Background: an optimization exercise with open tools, aiming at small area. Do not read the settings as production practice. RTL that was checked went through simulation tests only; none was proved equivalent to the original. Power figures rest on the tool's default switching activity, not on a simulated workload.

==> flow/design.v (excerpt) <==
module luFactorizer(clk,rst,a11,a12,a13,a14,a21,a22,a23,a24,a25,a31,a32,a33,a34,a35,a36,a41,a42,a43,a44,a45,a46,a47,a52,a53,a54,a55,a56,a57,a58,a63,a64,a65,a66,a67,a68,a74,a75,a76,a77,a78,a85,a86,a87,a88,lL1,lL2,lL3,uL1,uL2,uL3,uL4);
Size: ~1,000 cells after synthesis, ~86 flip-flops, ~410 I/O pins, ~9400 sq um of cells after synthesis.
Settings: LEC_CHECK=0, CAP_MARGIN=20, CORE_MARGIN=2, CORE_UTILIZATION=40, SLEW_MARGIN=20; clock period 8.0 ns.
standard.sh (not shown) runs the stock make flow with config.mk's settings and CLKGATE_MAP_FILE= SYNTH_SCRIPT=/design/flow/synth_recipe.tcl, a recipe that flattens the netlist after the stock synthesis.
==> flow/flow/run.sh <==
#!/bin/bash
set -euo pipefail
cd "$(dirname "$0")/.."
bash standard.sh BUFFER_PORTS_ARGS="-buffer_cell sky130_fd_sc_hd__buf_1" finish > make_finish.log 2>&1
The first run went through all stages and came out clean.
==> next run, changes <==
- CTS_BUF_LIST: default -> sky130_fd_sc_hd__clkbuf_8
Outcome: The changed run finished with timing, DRC and antenna clean. Cell count is about the same. Routed wire length is about the same. Sequential share of layout area climbs by 0.17 points. Global-route usage is lower by 0.10 points. Combinational power stays flat. Final area came out lower by 0.89%.
No run of this note included a check of the RTL's function; only the layout flow was run.

---

luFactorizer, a different RTL version from the one above (not shown whole).
For scale: about 920 cells after synthesis, roughly 410 I/O pins.
Settings: LEC_CHECK=0, CAP_MARGIN=5, CORE_MARGIN=2, CORE_UTILIZATION=40, CTS_BUF_LIST=sky130_fd_sc_hd__clkbuf_8, GPL_TIMING_DRIVEN=0, SLEW_MARGIN=5; clock period 8.0 ns.
==> flow/flow/run.sh <==
#!/bin/bash
set -euo pipefail
export CTS_ARGS="-sink_clustering_enable -repair_clock_nets -buf_list sky130_fd_sc_hd__clkbuf_8 -dont_use_dummy_load"
cd "$(dirname "$0")/.."
R="$PWD/orfs/results/sky130hd/luFactorizer/base"
bash standard.sh BUFFER_PORTS_ARGS="-buffer_cell sky130_fd_sc_hd__buf_1" synth > make_synth.log 2>&1
cp "$R/1_2_yosys.v" "$PWD/synth_standard.v"
if python3 flow/fapol.py "$PWD/synth_standard.v" "$PWD/synth_fapol.v" > fapol.log 2>&1; then
  cp "$PWD/synth_fapol.v" "$R/1_2_yosys.v"
  rm -f "$R/1_synth.odb" "$R/1_synth.sdc"
fi
bash standard.sh BUFFER_PORTS_ARGS="-buffer_cell sky130_fd_sc_hd__buf_1" finish > make_finish.log 2>&1
==> flow/flow/fapol.py <==
#!/usr/bin/env python3
"""Flip the polarity of full-adder cells (FA(~a,~b,~c) = ~FA(a,b,c)) in a Yosys-written gate netlist
where that lowers the number of inverters; rewrites the netlist in place. Registers are untouched."""
import re, sys, collections, random
src, dst = sys.argv[1], sys.argv[2]
txt = open(src).read()
OUTP = {'X', 'Y', 'Q', 'Q_N', 'SUM', 'COUT'}
cell_re = re.compile(r'^  (sky130_fd_sc_hd__\w+) (\S+(?: )?) \(\n(.*?)\n  \);\n', re.S | re.M)
cells = []
for m in cell_re.finditer(txt):
    t, n, body = m.group(1), m.group(2), m.group(3)
    pins = re.findall(r'^\s+\.(\w+)\((.*)\),?$', body, re.M)
    cells.append({'type': t, 'name': n, 'pins': [(p, v.strip()) for p, v in pins], 'span': m.span()})
isinv = lambda c: re.match(r'sky130_fd_sc_hd__(clk)?inv_\d+$', c['type'])
isfa = lambda c: re.match(r'sky130_fd_sc_hd__fa_\d+$', c['type'])
drv = {}
for i, c in enumerate(cells):
    for p, v in c['pins']:
        if p in OUTP: drv[v] = (i, p)
# nets referenced outside cells (ports, assigns): treat as fixed sinks of their own polarity
body_wo_cells = cell_re.sub('', txt)
ext = set(re.findall(r'assign\s+(\S+)\s*=\s*(\S+?)\s*;', body_wo_cells))
portnames = set()
hdr = re.search(r'module\s+\w+\s*\((.*?)\);', txt, re.S).group(1)
for p in hdr.replace('\n', ' ').split(','): portnames.add(p.strip())
outports = set(re.findall(r'^\s*output\s+(?:\[\d+:\d+\]\s*)?(\w+);', txt, re.M))
def is_outport_net(v):
    b = re.sub(r'\[\d+\]$', '', v.strip())
    return b in outports
def root(v):
    pol = 0
    while v in drv and isinv(cells[drv[v][0]]):
        c = cells[drv[v][0]]
        v = dict(c['pins'])['A']; pol ^= 1
    return v, pol
# sinks: (cell index, pin, root, pol) for non-inverter cells
sinks = collections.defaultdict(list)
for i, c in enumerate(cells):
    if isinv(c): continue
    for p, v in c['pins']:
        if p in OUTP: continue
        r, pol = root(v)
        sinks[r].append((i, p, pol))
fixed_roots = set()
for v in list(drv):
    if is_outport_net(v): fixed_roots.add(root(v)[0])
fa = [i for i, c in enumerate(cells) if isfa(c)]
faout = {}
for i in fa:
    for p, v in cells[i]['pins']:
        if p in OUTP: faout[v] = i
# forbid flipping FAs whose outputs feed ports through inverters or directly
forbid = set(faout[r] for r in fixed_roots if r in faout)
flip = {}
def cost_root(r):
    prov = flip.get(faout[r], 0) if r in faout else 0
    need = set()
    for i, p, pol in sinks.get(r, []):
        need.add(pol ^ (flip.get(i, 0) if i in flip or isfa(cells[i]) else 0) ^ prov)
    return 1 if 1 in need else 0
def touched(i):
    rs = set()
    for p, v in cells[i]['pins']:
        rs.add(root(v)[0] if p not in OUTP else v)
    return rs
roots_of = {i: touched(i) for i in fa}
def total():
    return sum(cost_root(r) for r in sinks)
base = total()
best = None
for seed in range(1, 11):
    random.seed(seed)
    flip = {}
    order = [i for i in fa if i not in forbid]
    for sweep in range(20):
        improved = False
        random.shuffle(order)
        for i in order:
            rs = roots_of[i]
            before = sum(cost_root(r) for r in rs)
            flip[i] = 1 - flip.get(i, 0)
            after = sum(cost_root(r) for r in rs)
            if after < before: improved = True
            else: flip[i] = 1 - flip[i]
        if not improved: break
    t = total()
    if best is None or t < best[0]: best = (t, dict(flip))
flip = best[1]
flipped = [i for i in fa if flip.get(i, 0)]
final = total()
sys.stderr.write('fapol: inverter roots needed %d -> %d, flipped %d of %d full adders\n' % (base, final, len(flipped), len(fa)))
# ---- rebuild ----
affected = set()
for i in flipped:
    affected |= roots_of[i]
newwires = []
cnt = [0]
def newnet(prefix):
    cnt[0] += 1
    n = '_fapol_%s%d_' % (prefix, cnt[0]); newwires.append(n); return n
# flipped FA outputs drive new nets carrying the complement
provnet = {}   # root -> net carrying root value in provided polarity
provpol = {}
for r in affected:
    if r in faout and flip.get(faout[r], 0):
        provnet[r] = newnet('n'); provpol[r] = 1
    else:
        provnet[r] = r; provpol[r] = 0
invnet = {}
newcells = []
def get_pol(r, want):
    if want == provpol[r]: return provnet[r]
    if r not in invnet:
        invnet[r] = newnet('i')
        newcells.append(('sky130_fd_sc_hd__inv_1', '_fapol_inv%d_' % cnt[0], [('A', provnet[r]), ('Y', invnet[r])]))
    return invnet[r]
# rewrite pins
removed_inv = set()
for i, c in enumerate(cells):
    if isinv(c): continue
    newpins = []
    for p, v in c['pins']:
        if p in OUTP:
            if isfa(c) and flip.get(i, 0): v = provnet[v]
            newpins.append((p, v)); continue
        r, pol = root(v)
        if r in affected:
            want = pol ^ (1 if (isfa(c) and flip.get(i, 0)) else 0)
            v = get_pol(r, want)
        newpins.append((p, v))
    c['pins'] = newpins
# original inverters whose root is affected: drop them if their outputs are no longer used
used = collections.Counter()
for c in cells:
    for p, v in c['pins']:
        if p not in OUTP: used[v] += 1
for t, n, pins in newcells:
    for p, v in pins:
        if p not in OUTP: used[v] += 1
changed = True
keep = [True] * len(cells)
while changed:
    changed = False
    for i, c in enumerate(cells):
        if not keep[i] or not isinv(c): continue
        y = dict(c['pins'])['Y']; a = dict(c['pins'])['A']
        if used[y] == 0 and not is_outport_net(y) and root(y)[0] in affected:
            keep[i] = False; used[a] -= 1; changed = True
# original (unflipped-name) FA output nets that are no longer driven must not be loaded
out = []
pos = 0
def fmt(t, n, pins):
    esc = lambda v: v + ' ' if v.startswith('\\') else v
    return '  %s %s (\n%s\n  );\n' % (t, n, ',\n'.join('    .%s(%s)' % (p, esc(v)) for p, v in pins))
for i, c in enumerate(cells):
    s, e = c['span']
    out.append(txt[pos:s]); pos = e
    if keep[i]: out.append(fmt(c['type'], c['name'], c['pins']))
rest = txt[pos:]
idx = rest.rfind('endmodule')
out.append(rest[:idx])
for t, n, pins in newcells: out.append(fmt(t, n, pins))
out.append(rest[idx:])
res = ''.join(out)
# declare new wires after the module header's last declaration
decl = ''.join('  wire %s;\n' % w for w in newwires)
m = re.search(r'\);\n', res)
res = res[:m.end()] + decl + res[m.end():]
# drop declarations of nets that are no longer referenced by any cell
refs = collections.Counter(re.findall(r'\.\w+\(([^()]*)\)', res))
refs = set(v.strip() for v in refs)
def keepdecl(m):
    n = m.group(1).strip()
    return m.group(0) if (n in refs or not n.startswith('_')) else ''
res = re.sub(r'^  wire (\S+(?: )?);\n', keepdecl, res, flags=re.M)
open(dst, 'w').write(res)
kept_inv = sum(1 for i, c in enumerate(cells) if keep[i] and isinv(c)) + len(newcells)
sys.stderr.write('fapol: inverters %d -> %d\n' % (sum(1 for c in cells if isinv(c)), kept_inv))
Next try:
--- a/flow/flow/run.sh
+++ b/flow/flow/run.sh
@@ -3 +3 @@
-export CTS_ARGS="-sink_clustering_enable -repair_clock_nets -buf_list sky130_fd_sc_hd__clkbuf_8 -dont_use_dummy_load"
+export CTS_ARGS="-sink_clustering_enable -repair_clock_nets -sink_clustering_size 30 -buf_list sky130_fd_sc_hd__clkbuf_16 -dont_use_dummy_load"
Settings changed: CAP_MARGIN 5 to 20, GPL_TIMING_DRIVEN 0 to not set, SLEW_MARGIN 5 to 20.
Count of clock-buffer cells in the layout does not change.
Clock skew decreases by 0.018 ns.
First-iteration DRC count decreases by 18%.
Worst hold slack got worse by 0.061 ns.
Routed wire length decreases by about 1.8%.
Setup slack improved by 0.97 ns.
Die area is unchanged.
Next try:
--- a/flow/flow/run.sh
+++ b/flow/flow/run.sh
@@ -3 +3 @@
-export CTS_ARGS="-sink_clustering_enable -repair_clock_nets -sink_clustering_size 30 -buf_list sky130_fd_sc_hd__clkbuf_16 -dont_use_dummy_load"
+export CTS_ARGS="-sink_clustering_enable -repair_clock_nets -buf_list sky130_fd_sc_hd__clkbuf_8 -dont_use_dummy_load"
Result: Clock power came out lower by a quarter to a third. Cell area is lower slightly. Routed wire length stays flat. Non-clock buffer count is unchanged. Cell count stays flat. Synthesized area is unchanged. Combinational power stays flat. Setup slack gets better by 0.031 ns.
Next try:
--- a/flow/flow/run.sh
+++ b/flow/flow/run.sh
@@ -3 +2,0 @@
-export CTS_ARGS="-sink_clustering_enable -repair_clock_nets -buf_list sky130_fd_sc_hd__clkbuf_8 -dont_use_dummy_load"
--- a/flow/flow/fapol.py
+++ b/flow/flow/fapol.py
@@ -70,19 +70,14 @@
-best = None
-for seed in range(1, 11):
-    random.seed(seed)
-    flip = {}
-    order = [i for i in fa if i not in forbid]
-    for sweep in range(20):
-        improved = False
-        random.shuffle(order)
-        for i in order:
-            rs = roots_of[i]
-            before = sum(cost_root(r) for r in rs)
-            flip[i] = 1 - flip.get(i, 0)
-            after = sum(cost_root(r) for r in rs)
-            if after < before: improved = True
-            else: flip[i] = 1 - flip[i]
-        if not improved: break
-    t = total()
-    if best is None or t < best[0]: best = (t, dict(flip))
-flip = best[1]
+best = base
+random.seed(1)
+order = [i for i in fa if i not in forbid]
+for sweep in range(20):
+    improved = False
+    random.shuffle(order)
+    for i in order:
+        rs = roots_of[i]
+        before = sum(cost_root(r) for r in rs)
+        flip[i] = 1 - flip.get(i, 0)
+        after = sum(cost_root(r) for r in rs)
+        if after < before: improved = True
+        else: flip[i] = 1 - flip[i]
+    if not improved: break
Outcome: Total power came out higher by about 6%. Routed wire length came out lower by about 0.9%. Global-route usage came out lower by 0.55 points. Cell count came out higher by about 0.6%. Hold slack is better by 0.047 ns. Design area came out higher by 0.87%. Worst setup slack is worse by 0.029 ns. Sequential power is about the same. First-iteration DRC count came out lower by about 7%. Critical path depth came out lower by 2.

---

== rev 12 ==
luFactorizer again, from the RTL that the note above started with.
clock: 8.0 ns
lec_check: 0
cap_margin: 20
core_margin: 2
core_utilization: 40
cts_buf_list: sky130_fd_sc_hd__clkbuf_8
slew_margin: 20
==> flow/flow/run.sh <==
#!/bin/bash
set -euo pipefail
export CTS_ARGS="-sink_clustering_enable -repair_clock_nets -sink_clustering_size 20 -buf_list sky130_fd_sc_hd__clkbuf_8 -dont_use_dummy_load"
cd "$(dirname "$0")/.."
R="$PWD/orfs/results/sky130hd/luFactorizer/base"
bash standard.sh BUFFER_PORTS_ARGS="-buffer_cell sky130_fd_sc_hd__buf_1" synth > make_synth.log 2>&1
cp "$R/1_2_yosys.v" "$PWD/synth_standard.v"
if python3 flow/fapol.py "$PWD/synth_standard.v" "$PWD/synth_fapol.v" > fapol.log 2>&1; then
  cp "$PWD/synth_fapol.v" "$R/1_2_yosys.v"
  rm -f "$R/1_synth.odb" "$R/1_synth.sdc"
fi
bash standard.sh BUFFER_PORTS_ARGS="-buffer_cell sky130_fd_sc_hd__buf_1" finish > make_finish.log 2>&1
Other scripts of this flow, unchanged in this note and not shown: flow/flow/fapol.py
No stage failed in rev 12, and the final checks on the layout all came back clean.
Changes in rev 13 relative to rev 12:
- an added GPL_TIMING_DRIVEN of 0
diff --git a/flow/flow/run.sh b/flow/flow/run.sh
--- a/flow/flow/run.sh
+++ b/flow/flow/run.sh
@@ -2,3 +2,3 @@
 set -euo pipefail
-export CTS_ARGS="-sink_clustering_enable -repair_clock_nets -sink_clustering_size 20 -buf_list sky130_fd_sc_hd__clkbuf_8 -dont_use_dummy_load"
+export CTS_ARGS="-sink_clustering_enable -repair_clock_nets -buf_list sky130_fd_sc_hd__clkbuf_8 -dont_use_dummy_load"
 cd "$(dirname "$0")/.."
==> notes.md <==
Changes observed in rev 13 relative to rev 12: data arrival at the endpoint of the critical path grew by 0.98 ns; sum of overflow across all layers after global routing held steady; worst hold slack grew by 0.0076 ns; number of search-and-repair iterations in the first detailed-routing pass shrank by 2; register share of the cell area held steady.
Routing usage on met3, rev 13 and rev 12, higher one = rev 12.
Actual slew at the worst max-slew pin was higher in the run labelled rev 13.
Against rev 12, rev 13 reports a post-route worst setup slack that is lower.
As of rev 13, non-clock buffer count had risen by a little under 10% compared to rev 12.
Going from rev 12 to rev 13, total power barely changed; global routing met1 resource utilization grew by 1.8 points.

---

luFactorizer again, from the RTL that the note above started with.
==> flow/config.mk <==
export PLATFORM = sky130hd
export DESIGN_NAME = luFactorizer
export DESIGN_NICKNAME = luFactorizer
export VERILOG_FILES = /design/flow/design.v
export SDC_FILE = /design/flow/constraint.sdc
export NUM_CORES = 4
export LEC_CHECK = 0
export CAP_MARGIN = 20
export CORE_MARGIN = 2
export CORE_UTILIZATION = 40
export CTS_BUF_LIST = sky130_fd_sc_hd__clkbuf_8
export SLEW_MARGIN = 20
==> flow/constraint.sdc <==
create_clock -name core_clock -period 8.0 [get_ports {clk}]
set_input_delay 1.6000 -clock core_clock [delete_from_list [all_inputs] [get_ports {clk}]]
set_output_delay 1.6000 -clock core_clock [all_outputs]
set_load 0.01 [all_outputs]
==> flow/flow/run.sh <==
#!/bin/bash
set -euo pipefail
cd "$(dirname "$0")/.."
bash standard.sh BUFFER_PORTS_ARGS="-buffer_cell sky130_fd_sc_hd__buf_1" finish > make_finish.log 2>&1
The first run finished clean.
Rerun with:
--- a/flow/config.mk
+++ b/flow/config.mk
@@ -6,7 +6,7 @@
 export NUM_CORES = 4
 export LEC_CHECK = 0
-export CAP_MARGIN = 20
+export CAP_MARGIN = 10
 export CORE_MARGIN = 2
-export CORE_UTILIZATION = 40
+export CORE_UTILIZATION = 60
 export CTS_BUF_LIST = sky130_fd_sc_hd__clkbuf_8
-export SLEW_MARGIN = 20
+export SLEW_MARGIN = 10
What happened: Via count goes up by 11%. Sequential power hardly moves. Worst setup slack loses 0.096 ns.

## what the ideal ports hide
How much do the figures lean on ideal ports? The routed layouts below were timed once more, with nothing changed but the port constraints.
Step 1: set_driving_cell puts a clkbuf_16 on clk and a buf_2 on each other input, an assumption about the parent block.
Step 2 adds t to the input delays and takes it off the output delays; t is the mean of the earliest and latest rising clock arrival at the registers after step 1. Input paths then give back, and output paths get back, about the clock's delay inside the block.
a / b / c = no drivers / after step 1 / after step 2; a / b = the first two.
run	t, ns	slack for setup (ns)	clock arrival spread, ns	worst slew at a driven data input, ns	cell pins on the clock port's net
the first run of note 1	0.400	1.141 / 1.141 / 1.141	0.015 / 0.014	0.14	1
the second run of note 1	0.432	1.106 / 1.106 / 1.106	0.019 / 0.019	0.14	1
the first run of note 2	0.413	0.990 / 0.990 / 0.990	0.030 / 0.029	0.13	1
the second run of note 2	0.391	1.964 / 1.989 / 1.599	0.011 / 0.011	0.14	1
the third run of note 2	0.408	1.995 / 2.018 / 1.610	0.016 / 0.016	0.13	1
the fourth run of note 2	0.426	1.966 / 1.966 / 1.576	0.016 / 0.016	0.11	1
rev 12	0.416	1.983 / 1.983 / 1.610	0.014 / 0.014	0.14	1
rev 13	0.419	0.993 / 0.993 / 0.993	0.027 / 0.027	0.13	1
the first run of note 4	0.418	2.116 / 2.116 / 1.904	0.014 / 0.015	0.14	1
the second run of note 4	0.413	2.020 / 2.020 / 1.796	0.021 / 0.021	0.17	1
After both steps setup and hold are still met in every run listed. For the fourth run of note 2, which loses most, drivers alone change the setup slack by 0.000 ns; drivers and shift together by -0.390 ns.
